This design comes from an exercise in tuning for small area, a short achievable clock period and few clock cycles on the open sky130 flow, not from production work.
Function was checked by simulation only, so behaviour that the tests miss may differ from the original.
The flow treats the clock pin as an ideal source. Dropping or thinning the clock tree relies on that and would not hold on a real chip.

## R
## conversion
module conversion(
	ready,postfix,
	clk,reset,load,infix
);
==> flow/config.mk <==
export PLATFORM = sky130hd
export DESIGN_NAME = conversion
export DESIGN_NICKNAME = conversion
export VERILOG_FILES = /design/flow/design.v
export SDC_FILE = /design/flow/constraint.sdc
export NUM_CORES = 4
export LEC_CHECK = 0
export CAP_MARGIN = 20
export CORE_MARGIN = 2
export CORE_UTILIZATION = 40
export SETUP_SLACK_MARGIN = 3.3
export SLEW_MARGIN = 20
export TNS_END_PERCENT = 0
==> flow/constraint.sdc <==
create_clock -name core_clock -period 4.5 [get_ports {clk}]
set_input_delay 0.9000 -clock core_clock [delete_from_list [all_inputs] [get_ports {clk}]]
set_output_delay 0.9000 -clock core_clock [all_outputs]
set_load 0.01 [all_outputs]
standard.sh (not shown) runs the stock make flow with config.mk's settings and CLKGATE_MAP_FILE= SYNTH_SCRIPT=/design/flow/synth_recipe.tcl, a recipe that flattens the netlist after the stock synthesis.
==> flow/flow/run.sh <==
#!/bin/bash
# Standard ORFS flow, except that the clock tree is built by flow/cts.tcl.
set -euo pipefail
# port buffers: plain buf_2 instead of the delay cell buffer_ports picks
export BUFFER_PORTS_ARGS="-buffer_cell sky130_fd_sc_hd__buf_2"
R=orfs/results/$FLOW_PLATFORM/conversion/base
bash standard.sh place > flow_place.log 2>&1
RES=$R TNS=0 SETUP_MARGIN=3.3 NROOT=4 NLEAF=2 ROOTBUF=sky130_fd_sc_hd__buf_16 LEAFBUF=sky130_fd_sc_hd__buf_16 \
	openroad -exit -no_init -threads $NUM_CORES flow/cts.tcl > flow_cts.log 2>&1
bash standard.sh finish > flow_finish.log 2>&1
==> flow/flow/cts.tcl <==
# Clock tree step in place of ORFS's TritonCTS: a shallow balanced tree built
# by tree.tcl (NROOT buffers on the clock port, NLEAF leaf buffers under
# each), then the same timing repair and legalisation as ORFS's cts step.
set R $::env(RES)
set margin $::env(SETUP_MARGIN)
read_liberty $::env(FLOW_HOME)/platforms/sky130hd/lib/sky130_fd_sc_hd__tt_025C_1v80.lib
read_db $R/3_place.odb
read_sdc $R/3_place.sdc
source $::env(FLOW_HOME)/platforms/sky130hd/setRC.tcl
set_dont_use [get_lib_cells {sky130_fd_sc_hd__probe_p_8 sky130_fd_sc_hd__probec_p_8 sky130_fd_sc_hd__lpflow_*}]
source [file join [file dirname [info script]] tree.tcl]
build_tree $::env(NROOT) $::env(NLEAF) $::env(ROOTBUF) $::env(LEAFBUF)
detailed_placement
estimate_parasitics -placement
set_propagated_clock [all_clocks]
report_clock_latency
repair_timing -setup_margin $margin -repair_tns $::env(TNS) -verbose
detailed_placement
check_placement -verbose
estimate_parasitics -placement
report_clock_latency
report_worst_slack -max
report_worst_slack -min
write_db $R/4_1_cts.odb
write_sdc -no_timestamp $R/4_cts.sdc
==> flow/flow/tree.tcl <==
# One- or two-level clock tree, built by hand: the clock port drives NROOT
# buffers; each drives NLEAF leaf buffers (or, with NLEAF 0, the flip-flops
# directly). Flip-flops are split into equal groups by recursive bisection
# of their locations, alternating x and y, so the leaves see equal loads.
proc bisect { items k axis } {
  if {$k <= 1} { return [list $items] }
  set items [lsort -integer -index $axis $items]
  set n [llength $items]
  set k1 [expr {$k / 2}]
  set n1 [expr {($n * $k1 + $k / 2) / $k}]
  set other [expr {$axis == 1 ? 2 : 1}]
  return [concat [bisect [lrange $items 0 [expr {$n1 - 1}]] $k1 $other] \
                 [bisect [lrange $items $n1 end] [expr {$k - $k1}] $other]]
}

proc centre { items } {
  set sx 0; set sy 0
  foreach s $items { incr sx [lindex $s 1]; incr sy [lindex $s 2] }
  set n [llength $items]
  return [list [expr {$sx / $n}] [expr {$sy / $n}]]
}

proc add_buf { name master innet xy } {
  set block [ord::get_db_block]
  set inst [odb::dbInst_create $block $master $name]
  set net [odb::dbNet_create $block "${name}_net"]
  $net setSigType CLOCK
  [$inst findITerm A] connect $innet
  [$inst findITerm X] connect $net
  $inst setLocation [expr {[lindex $xy 0] - [$master getWidth] / 2}] \
                    [expr {[lindex $xy 1] - [$master getHeight] / 2}]
  $inst setPlacementStatus PLACED
  return $net
}

proc build_tree { nroot nleaf root_master leaf_master } {
  set block [ord::get_db_block]
  set db [ord::get_db]
  set rm [$db findMaster $root_master]
  set lm [$db findMaster $leaf_master]
  set clk [$block findNet clk]
  set sinks {}
  foreach it [$clk getITerms] {
    set box [[$it getInst] getBBox]
    lappend sinks [list $it [expr {([$box xMin] + [$box xMax]) / 2}] [expr {([$box yMin] + [$box yMax]) / 2}]]
  }
  set roots [bisect $sinks $nroot 1]
  set r 0
  foreach rg $roots {
    set rnet [add_buf "clkroot_$r" $rm $clk [centre $rg]]
    if {$nleaf == 0} {
      foreach s $rg { set it [lindex $s 0]; $it disconnect; $it connect $rnet }
      puts "root $r: [llength $rg] sinks"
    } else {
      set l 0
      foreach lg [bisect $rg $nleaf 2] {
        set lnet [add_buf "clkleaf_${r}_$l" $lm $rnet [centre $lg]]
        foreach s $lg { set it [lindex $s 0]; $it disconnect; $it connect $lnet }
        puts "leaf $r $l: [llength $lg] sinks"
        incr l
      }
    }
    incr r
  }
}
R completed end to end with timing, DRC and antenna clean.
Testbench counts of R, summed over its fixed seeds: cycles 5,210.
Changes in P relative to R:
- SETUP_SLACK_MARGIN now 2.85, was 3.3
- TNS_END_PERCENT no longer set, was 0
--- a/flow/flow/run.sh
+++ b/flow/flow/run.sh
@@ -8 +8 @@
-RES=$R TNS=0 SETUP_MARGIN=3.3 NROOT=4 NLEAF=2 ROOTBUF=sky130_fd_sc_hd__buf_16 LEAFBUF=sky130_fd_sc_hd__buf_16 \
+RES=$R SETUP_MARGIN=2.85 NROOT=4 NLEAF=3 ROOTBUF=sky130_fd_sc_hd__buf_16 LEAFBUF=sky130_fd_sc_hd__buf_8 \
--- a/flow/flow/cts.tcl
+++ b/flow/flow/cts.tcl
@@ -17 +17 @@
-repair_timing -setup_margin $margin -repair_tns $::env(TNS) -verbose
+repair_timing -setup_margin $margin -verbose
==> notes.md <==
- Compare R and P | worst hold slack lower: R
- Compared with R, in P data arrival time of the critical path went up 0.06 ns, layout inverter count without the clock tree held.
In every run of this note, the design's own scripts or RTL, not TritonCTS, make the clock network.

[port drivers added, routing unchanged]
The results above use ideal ports. As a check the final layouts listed here were re-extracted and re-timed, cells and wires unchanged. Step 1: set_driving_cell puts a clkbuf_16 on clk and a buf_2 on each other input, an assumption about the parent block. Step 2 adds t to the input delays and takes it off the output delays; t is the mean of the earliest and latest rising clock arrival at the registers after step 1. Input paths then give back, and output paths get back, about the clock's delay inside the block. a / b / c = ideal ports / drivers / drivers and shift; a / b = the first two.
run	t, ns	setup WS [ns]	hold slack, ns	worst setup path after step 2	cell pins on the clock port's net
R	0.338	2.915 / 2.812 / 2.915	0.529 / 0.529 / 0.529	register to register	4
P	0.338	2.861 / 2.790 / 2.725	0.537 / 0.537 / 0.537	input to register	4
After both steps every run listed still meets setup and hold. For P, which loses most, drivers alone change the setup slack by -0.071 ns; drivers and shift together by -0.136 ns.
